What follows belongs to an exercise in optimizing a design on an open flow for small area; a production flow would make more cautious choices.
The RTL was checked by simulation tests, not by an equivalence proof against the original design.
The clock cells of this run come from the design's own scripts or RTL, not from TritonCTS.
The flow treats the clock pin as an ideal source. Dropping or thinning the clock tree relies on that and would not hold on a real chip.
No activity file was given, so power comes from the tool's default toggle rates.

File: design/flow/design.v
`timescale 1ns / 1ps
module baudGenerator
#(
	parameter RX = 0
 )
(
	input wire clk_i, rst_i,
	input wire en_i,
	output wire tick_o,
	output wire tick2_o
);
localparam [9:0] W = 10'b0001011100;
localparam [9:0] E = 10'b0001011011;
reg[9:0] s;
wire hit = (s[8:0] == W[8:0]);
assign tick2_o = ({s[9:2], s[0]} == 9'b01011100_0);
wire[9:0] nxt = {s[8:0], s[9] ^ s[6] ^ hit};
generate
	if (RX) begin : g_rx
		always @ (posedge clk_i) begin
			if (en_i)
				s <= nxt;
			else
				s <= E;
		end
		assign tick_o = en_i & hit;
	end
	else begin : g_tx
		always @ (posedge clk_i or posedge rst_i) begin
			if (rst_i)
				s <= W;
			else
				s <= nxt;
		end
		assign tick_o = hit;
	end
endgenerate
endmodule
`timescale 1ns / 1ps
module fifo
(
	input wire clk_i, rst_i,
	input wire wr_i, rd_i, hold_i,
	input wire[7:0] data_i,
	output reg full_o,
	output wire empty_o,
	output wire sendFull_o,
	output wire fetch_o,
	output wire[7:0] fetch_data_o
);
reg[2:0] d, q;
reg lastPend;
reg[7:0] ring[0:7];
assign empty_o = (d == 3'd0) & ~full_o;
assign sendFull_o = (d == 3'd7);
wire wrOk = wr_i & ~full_o;
wire rdOk = rd_i & ~empty_o;
wire inject = ((q == 3'd0) & ~hold_i) | ((q == 3'd7) & lastPend);
integer i;
always @ (posedge clk_i) begin
	ring[0] <= ring[7];
	ring[1] <= inject ? data_i : ring[0];
	for (i = 2; i < 8; i = i + 1)
		ring[i] <= ring[i-1];
end
assign fetch_o = (q == ~d);
assign fetch_data_o = ring[0];
always @ (posedge clk_i, posedge rst_i) begin
	if (rst_i) begin
		d <= 0;
		q <= 0;
		full_o <= 0;
	end
	else begin
		d <= d + {2'b00, wrOk} - {2'b00, rdOk};
		q <= q + {2'b00, ~wrOk};
		if (wr_i & ~rd_i)
			full_o <= full_o | (d == 3'd6);
		else if (~wr_i & rd_i & ~empty_o)
			full_o <= 1'b0;
	end
end
always @ (posedge clk_i) begin
	if (wrOk)
		lastPend <= 1'b1;
	else if (q == 3'd7)
		lastPend <= 1'b0;
end
endmodule
`timescale 1ns / 1ps
module uartTX
(
	input wire clk_i, rst_i,
	input wire wr_i,
	input wire[7:0] data_i,
	output wire txDat_o, rdy_o
);
localparam [1:0] IDLE = 2'b00, SETUP_HOLD = 2'b01, START_SEND = 2'b11, DATA_SEND = 2'b10;
reg[1:0] state, nextState;
reg[3:0] pos;
reg txBit, nextBit;
wire baudTick;
wire full, empty, sendFull;
wire fetch;
wire[7:0] fetchData;
wire[2:0] nextPos = {pos[1:0], ~(pos[2] ^ (pos[1] & ~pos[0]))};
wire done = pos[3] & (pos[2:0] == 3'b011);
wire[7:0] bitSel = {fetchData[3], fetchData[4], fetchData[5], fetchData[7],
                    fetchData[2], fetchData[6], fetchData[1], fetchData[0]};
wire sending = (state == DATA_SEND);
wire busy = (state == START_SEND) | (sending & ~done);
baudGenerator #(.RX(0)) baudGen (
	.clk_i  (clk_i),
	.rst_i  (rst_i),
	.en_i   (1'b1),
	.tick_o (baudTick),
	.tick2_o()
);
fifo FifoBuffer (
	.clk_i  (clk_i),
	.rst_i  (rst_i),
	.wr_i   (wr_i),
	.rd_i   (state == SETUP_HOLD),
	.hold_i (busy & sendFull),
	.data_i (data_i),
	.full_o (full),
	.empty_o(empty),
	.sendFull_o(sendFull),
	.fetch_o(fetch),
	.fetch_data_o(fetchData)
);
wire load = ((state == IDLE) | (sending & done)) & ~empty;
always @ (*) begin
	case (state)
		IDLE:       nextState = empty ? IDLE : SETUP_HOLD;
		SETUP_HOLD: nextState = START_SEND;
		START_SEND: nextState = baudTick ? DATA_SEND : START_SEND;
		default:    nextState = load ? SETUP_HOLD : DATA_SEND;
	endcase
end
always @ (posedge clk_i or posedge rst_i) begin
	if (rst_i)
		state <= IDLE;
	else
		state <= nextState;
end
always @ (posedge clk_i) begin
	if (sending & fetch)
		nextBit <= bitSel[pos[2:0]];
	if (state == START_SEND) begin
		if (baudTick) begin
			pos <= 4'd0;
			txBit <= 1'b0;
		end
	end
	else if (sending & baudTick & ~done) begin
		pos <= {pos[3] | (pos[2:0] == 3'b100), nextPos};
		txBit <= pos[3] | nextBit;
	end
end
assign txDat_o = ~sending | done | txBit;
assign rdy_o = ~full;
endmodule
`timescale 1ns / 1ps
module uartRX
(
	input wire clk_i, rst_i,
	input wire dat_i, txFull_i,
	output wire datEn_o,
	output reg[7:0] dat_o,
	output wire[1:0] status_o,
	output wire baudEn_o, empty_o, rx_o
);
localparam [1:0] IDLE = 2'b00, RECV = 2'b10, STOP_RECV = 2'b11, LOAD = 2'b01;
reg[1:0] state, nextState;
reg stat0;
reg[3:0] count;
reg bitT;
reg empty;
wire baudTick, baud2;
wire baudEn = state[1];
assign status_o = {state[0], stat0};
wire done = ~count[3] & ~count[2] & ~count[0];
wire[3:0] nextCount = {count[2:0], ~(count[3] ^ count[2]) ^ (count[3] & count[0])};
wire keep = ~empty & txFull_i;
baudGenerator #(.RX(1)) baudGen (
	.clk_i  (clk_i),
	.rst_i  (rst_i),
	.en_i   (baudEn),
	.tick_o (baudTick),
	.tick2_o(baud2)
);
always @ (*) begin
	case (state)
		IDLE:      nextState = dat_i ? IDLE : RECV;
		RECV:      nextState = (done & dat_i) ? STOP_RECV : RECV;
		STOP_RECV: nextState = done ? STOP_RECV : LOAD;
		default:   nextState = IDLE;
	endcase
end
always @ (posedge clk_i or posedge rst_i) begin
	if (rst_i) begin
		state <= IDLE;
		stat0 <= 1'b0;
	end
	else begin
		state <= nextState;
		stat0 <= (nextState == RECV) | (nextState == LOAD);
	end
end
always @ (posedge clk_i) begin
	if (state == IDLE)
		count <= 4'd0;
	else if (baudTick)
		count <= nextCount;
end
wire shift2 = baudEn & baud2 & ~(count[0] & ~count[1] & ~count[3]);
always @ (posedge clk_i) begin
	if (baudTick)
		bitT <= dat_i;
end
always @ (posedge clk_i or posedge rst_i) begin
	if (rst_i) begin
		empty <= 1'b1;
		dat_o <= 8'hFF;
	end
	else begin
		empty <= (state != LOAD) & ~keep;
		if (shift2 & ~keep)
			dat_o <= {bitT, dat_o[7:1]};
	end
end
assign datEn_o = ~empty;
assign baudEn_o = baudEn;
assign empty_o = empty;
assign rx_o = dat_i;
endmodule
`timescale 1ns / 1ps
module uart 
(
    input wire clk_i, rst_i,
    input wire rx_i,
    output wire tx_o,
    output wire[7:0] data_o,
    output wire[1:0] status_o, 
    output wire baudEn_o, empty_o, rx_o
);
wire rxRdy, txRdy;
uartTX tx (
    .clk_i  (clk_i),
    .rst_i  (rst_i),
    .wr_i   (rxRdy),
    .data_i (data_o),
    .txDat_o(tx_o),
    .rdy_o  (txRdy)
);
uartRX rx (
    .clk_i    (clk_i),
    .rst_i    (rst_i),
    .dat_i    (rx_i),
    .txFull_i (~txRdy),
    .datEn_o  (rxRdy),
    .dat_o    (data_o),
    .status_o (status_o),
    .baudEn_o (baudEn_o),
    .empty_o  (empty_o),
    .rx_o     (rx_o)
);
endmodule
File: design/flow/flow/run.sh
#!/bin/bash
# Standard synthesis, then the standard layout (standard.sh) with two
# changes that only affect buffers, not the design's logic or registers:
#  - port buffers use sky130_fd_sc_hd__buf_1 (instead of the resizer's pick);
#  - the clock tree is built by hand (flow/mycts.tcl, run by ORFS's cts.tcl
#    before clock_tree_synthesis, which it then skips): the clock port drives
#    4 sky130_fd_sc_hd__buf_12, each driving one cluster of about a quarter
#    of the flip-flops.
# Each step's output goes to its own log here; ORFS's per-step logs are under
# orfs/logs/.
set -uo pipefail
here=$(pwd)
bash standard.sh synth > synth.log 2>&1 || exit 1
bash standard.sh \
  'BUFFER_PORTS_ARGS=-buffer_cell sky130_fd_sc_hd__buf_1' \
  PRE_CTS_TCL=$here/flow/mycts.tcl CLK_LEAVES=4 CLK_LEAF_CELL=sky130_fd_sc_hd__buf_12 \
  finish > layout.log 2>&1
File: design/flow/flow/mycts.tcl
set nleaf $::env(CLK_LEAVES)
set leaf_cell $::env(CLK_LEAF_CELL)
set block [ord::get_db_block]
set pts {}
foreach pin [get_pins -of_objects [get_nets clk_i] -filter "direction==input"] {
  set bb [[[sta::sta_to_db_pin $pin] getInst] getBBox]
  set x [expr {([$bb xMin] + [$bb xMax]) / 2.0}]
  set y [expr {([$bb yMin] + [$bb yMax]) / 2.0}]
  lappend pts [list $pin $x $y]
}
set n [llength $pts]
puts "manual clock tree: $n sinks, $nleaf leaves of $leaf_cell"
# k-means, seeded by sorting on x+y
set sorted [lsort -real -index 1 $pts]
set centers {}
for {set k 0} {$k < $nleaf} {incr k} {
  set p [lindex $sorted [expr {int(($k + 0.5) * $n / $nleaf)}]]
  lappend centers [list [lindex $p 1] [lindex $p 2]]
}
# balanced k-means: each cluster takes at most ceil(n / nleaf) sinks, assigned
# greedily in order of distance to the cluster centres
set cap [expr {($n + $nleaf - 1) / $nleaf}]
for {set iter 0} {$iter < 50} {incr iter} {
  set pairs {}
  set i 0
  foreach p $pts {
    for {set k 0} {$k < $nleaf} {incr k} {
      set c [lindex $centers $k]
      lappend pairs [list [expr {abs([lindex $p 1] - [lindex $c 0]) + abs([lindex $p 2] - [lindex $c 1])}] $i $k]
    }
    incr i
  }
  set pairs [lsort -real -index 0 $pairs]
  set owner [lrepeat $n -1]
  set sizes [lrepeat $nleaf 0]
  foreach pr $pairs {
    lassign $pr d i k
    if {[lindex $owner $i] >= 0 || [lindex $sizes $k] >= $cap} continue
    lset owner $i $k
    lset sizes $k [expr {[lindex $sizes $k] + 1}]
  }
  set groups {}
  for {set k 0} {$k < $nleaf} {incr k} { lappend groups {} }
  set i 0
  foreach p $pts {
    set k [lindex $owner $i]
    lset groups $k [concat [lindex $groups $k] [list $p]]
    incr i
  }
  set newc {}
  for {set k 0} {$k < $nleaf} {incr k} {
    set g [lindex $groups $k]
    if {[llength $g] == 0} { lappend newc [lindex $centers $k]; continue }
    set sx 0; set sy 0
    foreach p $g { set sx [expr {$sx + [lindex $p 1]}]; set sy [expr {$sy + [lindex $p 2]}] }
    lappend newc [list [expr {$sx / [llength $g]}] [expr {$sy / [llength $g]}]]
  }
  set centers $newc
}
set dbu [$block getDbUnitsPerMicron]
for {set k 0} {$k < $nleaf} {incr k} {
  set g [lindex $groups $k]
  if {[llength $g] == 0} continue
  set loads {}
  foreach p $g { lappend loads [lindex $p 0] }
  set c [lindex $centers $k]
  set loc [list [expr {[lindex $c 0] / $dbu}] [expr {[lindex $c 1] / $dbu}]]
  puts "leaf $k: [llength $g] sinks at $loc"
  set buf [insert_buffer -buffer_cell $leaf_cell -net clk_i -load_pins $loads \
    -location $loc -buffer_name clkleaf_$k -net_name clknet_leaf_$k]
  if {$buf eq "NULL"} { error "leaf buffer $k not inserted" }
  [[[sta::sta_to_db_inst $buf] findITerm X] getNet] setSigType CLOCK
}
if {[info exists ::env(CLK_ROOT_CELL)] && $::env(CLK_ROOT_CELL) ne ""} {
  # one root buffer between the clock port and the leaf buffers, at their centre
  set loads [get_pins -of_objects [get_nets clk_i] -filter "direction==input"]
  set sx 0; set sy 0
  foreach c $centers { set sx [expr {$sx + [lindex $c 0]}]; set sy [expr {$sy + [lindex $c 1]}] }
  set loc [list [expr {$sx / $nleaf / $dbu}] [expr {$sy / $nleaf / $dbu}]]
  set buf [insert_buffer -buffer_cell $::env(CLK_ROOT_CELL) -net clk_i -load_pins $loads \
    -location $loc -buffer_name clkroot -net_name clknet_root]
  if {$buf eq "NULL"} { error "root buffer not inserted" }
  [[[sta::sta_to_db_inst $buf] findITerm X] getNet] setSigType CLOCK
}
set_propagated_clock [all_clocks]
rename clock_tree_synthesis {}
proc clock_tree_synthesis {args} { puts "clock tree built by hand; TritonCTS skipped" }
File: design/flow/standard.sh
#!/bin/bash
# synth_recipe.tcl (not shown) runs the flow's synth.tcl, then flattens the netlist and writes it again
# the make line also repeats each setting of config.mk as NAME=value (left out here)
make -C /OpenROAD-flow-scripts/flow DESIGN_CONFIG=/design/flow/config.mk WORK_HOME=/design/flow/orfs CLKGATE_MAP_FILE= SYNTH_SCRIPT=/design/flow/synth_recipe.tcl "${@:-finish}"
File: design/flow/config.mk
export PLATFORM = sky130hd
export DESIGN_NAME = uart
export DESIGN_NICKNAME = uart
export VERILOG_FILES = /design/flow/design.v
export SDC_FILE = /design/flow/constraint.sdc
export NUM_CORES = 4
export LEC_CHECK = 0
export CAP_MARGIN = 20
export CORE_MARGIN = 2
export CORE_UTILIZATION = 40
export SLEW_MARGIN = 20
File: design/flow/constraint.sdc
create_clock -name core_clock -period 10.0 [get_ports {clk_i}]
set_input_delay 2.0000 -clock core_clock [delete_from_list [all_inputs] [get_ports {clk_i}]]
set_output_delay 2.0000 -clock core_clock [all_outputs]
set_load 0.01 [all_outputs]
==> metrics.md <==
| Metric | Value |
|---|---|
| M1 WL | 2.61 mm |
| Final Max Slew Viols | 0 |
| RD Place Congestion | 0.744 |
| Warnings from Yosys | 6 |
| Critical Path, Cell by Cell | buf_1, buf_1 |
| Setup Skew | 0.0135 ns |
| Core Box Area | 8680 µm² |
| Design Power | 878 µW |
| FFs w/ async S/R, synth | 26.5% |
| 1st-iter DRT viols | 52 |
| Syn Nets | 253 |
| Status | complete, no violations |
| Antenna violations before repair | 0 |
| Period Utilization, post-route | 43.1% |
| Met3 wire length | 88 µm |
| # diodes | 0 |
| Hold Fails Final Rpt | 0 |
| Worst-margin pin slew | 0.693 ns |
| Clk latency of the worst-skew pair | 0.14 ns |
| Max transition margin | 53.8% |
| Die Wd | 98.3 µm |
| Hpwl dp | 3.25 mm |
| VDD IR-drop max | 0.165 mV |
| Postcts setup bufs | 0 |
| GRT Util Overall | 10.2% |
| Area leader, netlist | dfxtp_1 |
| Worst EP required | 8.00 ns |
| Hold buffer count at cts | 0 |
| WS Path Type | in -> out |
| Max layer used | met4 |
| PortBufs | 16 |
| Worst Hold Class | reg -> reg |
| Layout fillers | 803 |
| Via Count | 1721 |
| Setup violators final | 0 |
| Synth Instances | 244 |
| Gr ovfl total | 0 |
| Post-Route WL | 4.88 mm |
| Worst path most repeated cell | buf_1 |
| Synth top area share | 44.5% |
| # DRC | 0 |
| Post-synth EDFFs | 7 |
| Initial Util | 41.0% |
| Clock-pin slew on the worst setup and hold paths | 0.10 ns |
| FF+latch count, synth | 117 |
| Post-CTS resize count | 0 |
| Worst path max stage delay | 0.17 ns |
| P&R area growth vs syn | 7.32% |
| Crit-path leading delay family | buffers and inverters |
| Power density over the cells | 230 nW/µm² |
| Leakage power | 0.00152 µW |
| WP buf/inv | 2 |
| Largest net degree at the start of global routing | 32 |
| Top post-synthesis cells by area | dfxtp_1 44%, dfrtp_1 13%, dfstp_2 9.6% |
| DR pass1 iterations | 4 |
| Sequential area share after synthesis | 72.7% |
| Layout cells sized above 1 | 16.9% |
| NumNets Final | 272 |
| Chip Height | 98.3 µm |
| Vias in the first global route | 1691 |
| Critical Path Start Type | input pin |
| I/O Pins | 17 |
| First-pass GRT wire length | 8.39 mm |
| Core Util, Final | 44.0% |
| Yosys cell types | 43 |
| Cell Rows | 34 |
| Die ar. | 9660 µm² |
| Crit-path slowest cell | buf_1 |
| Crit path time final | 4.31 ns |
| Setup TNS Final | 0 ns |
| Post-route ant nets | 0 |
| Via density | 4.66 |
| Mapped Area | 3560 µm² |
| Crit Path Max Fanout | 4 |
| Ys flop type | dfxtp_1 |
| RSZ-0062 raised after global routing | false |
| Max-cap viol count | 0 |
| Wire per inst | 13.2 µm |
| Avg Cell Area, Syn | 14.6 µm² |
| Endpoint type of the worst setup path | output pin |
| Fmax | 232 MHz |
| Metal2 WL | 2.12 mm |
| Crit path DAT | 2.31 ns |
layout by cell type (no fill, tap or decap), types with 2 or more instances in the layout:
master	netlist	final
nand2b_1	8	8
buf_12	0	4
nand3_1	2	2
nor4_1	2	2
ha_1	5	5
and2_1	8	8
dfstp_2	13	13
dfrtp_1	18	18
o31ai_1	2	2
mux2_2	17	17
xor2_1	2	2
dfxtp_1	79	79
edfxtp_1	7	7
nor2b_1	2	2
o21ai_0	5	5
nand4b_1	2	2
mux2i_1	2	2
mux4_2	2	2
buf_1	0	16
xnor2_1	8	8
nor2_1	10	10
inv_1	11	11
nand4_1	2	2
nand2_1	6	6
a21oi_1	8	8
o2bb2ai_1	2	2
routing by layer:
layer,vias up,GRT usage (%)
met2,12,16.2
met3,4,0.716
met4,0,1.05
met1,849,16.1
met5,-,0
li1,856,-
final timing paths:
kind / from / to / slack, ns / cells after the start
setup reg to reg: tx.FifoBuffer.d[1] / tx.FifoBuffer.d[2] / 7.69 / 9
max in group asynchronous: rst_i / rx.dat_o[6] / 7.77 / 3
min in group asynchronous: rst_i / tx.FifoBuffer.q[1] / 1.89 / 3
hold reg to reg: tx.FifoBuffer.ring[4][3] / tx.FifoBuffer.ring[5][3] / 0.33 / 0
hold / removal: tx.FifoBuffer.ring[4][3] / tx.FifoBuffer.ring[5][3] / 0.33 / 0
setup / recovery: rx_i / rx_o / 5.69 / 2
through the flow:
step / area [µm²] / hold slack, ns / setup slack [ns] / instances
2_1_floorplan: 3560 / 0.310 / 5.88 / 244
3_3_place_gp: 3740 / 0.310 / 5.71 / 365
3_5_place_dp: 3740 / 0.312 / 5.69 / 365
4_1_cts: 3820 / 0.330 / 5.69 / 369
5_1_grt: 3820 / 0.333 / 5.63 / 369
6_report: 3820 / 0.329 / 5.69 / 369
kinds of logic after synthesis:
logic type | Yosys count | synth area share (%)
adder cells (fa/ha/maj) | 6 | 2.32
AO/OA/AOI/OAI | 24 | 5.00
multiplexers | 21 | 7.21
XOR/XNOR | 10 | 2.46
AND/OR/NAND/NOR | 51 | 8.55
buffers and inverters | 15 | 1.79
flip-flops | 117 | 72.7
layout make-up, clock buffers not listed:
| type | count | area, µm² | share of cell area [%] |
|---|---|---|---|
| Sequential cell | 117 | 2580 | 67.7 |
| Multi-Input combinational cell | 112 | 908 | 23.8 |
| Tap cell | 108 | 135 | 3.54 |
| Timing Repair Buffer | 17 | 67.6 | 1.77 |
| Inverter | 11 | 41.3 | 1.08 |
state kept, by name (all words and copies together) (netlist names), 2 cells and up:
register            count
tx.FifoBuffer.d         3
tx.FifoBuffer.q         3
rx.state                2
rx.baudGen.s           10
rx.dat_o                8
tx.state                2
rx.count                4
tx.pos                  4
tx.baudGen.s           10
tx.FifoBuffer.ring     64
cells in the mapped netlist (all sizes together) (5+ instances only):
cell / number
dfxtp: 79
dfrtp: 18
mux2: 17
dfstp: 13
inv: 11
nor2: 10
and2: 9
a21oi: 8
nand2b: 8
xnor2: 8
edfxtp: 7
nand2: 6
ha: 5
o21ai: 5
where the power goes:
group	switching (µW)	leakage, µW	internal [µW]	total (µW)
clock network	111	0.0000376	65.4	177
logic	57.9	0.000424	65.2	123
registers	50.5	0.00106	528	578
total	220	0.00152	658	878

-- what the ideal ports hide --
In the flow no input, the clock included, has a driving cell. The finished layout below was timed again as built, in two steps. Step 1 sets driving cells, clkbuf_16 on the clock port and buf_2 on the other inputs (assumed; they add their load-dependent delay and slew). Step 2 also shifts input and output timing later by t, the mid clock arrival at the registers, as if the neighbouring blocks saw the same clock. a / b / c = ideal ports / drivers / drivers and shift; a / b = the first two.
t (ns): 0.217
setup WS [ns]: 5.689 / 5.668 / 5.668
worst hold slack (ns): 0.329 / 0.329 / 0.329
After both steps this run still meets setup and hold. The setup slack of this run moves by -0.021 ns with the drivers and by -0.021 ns with both steps.
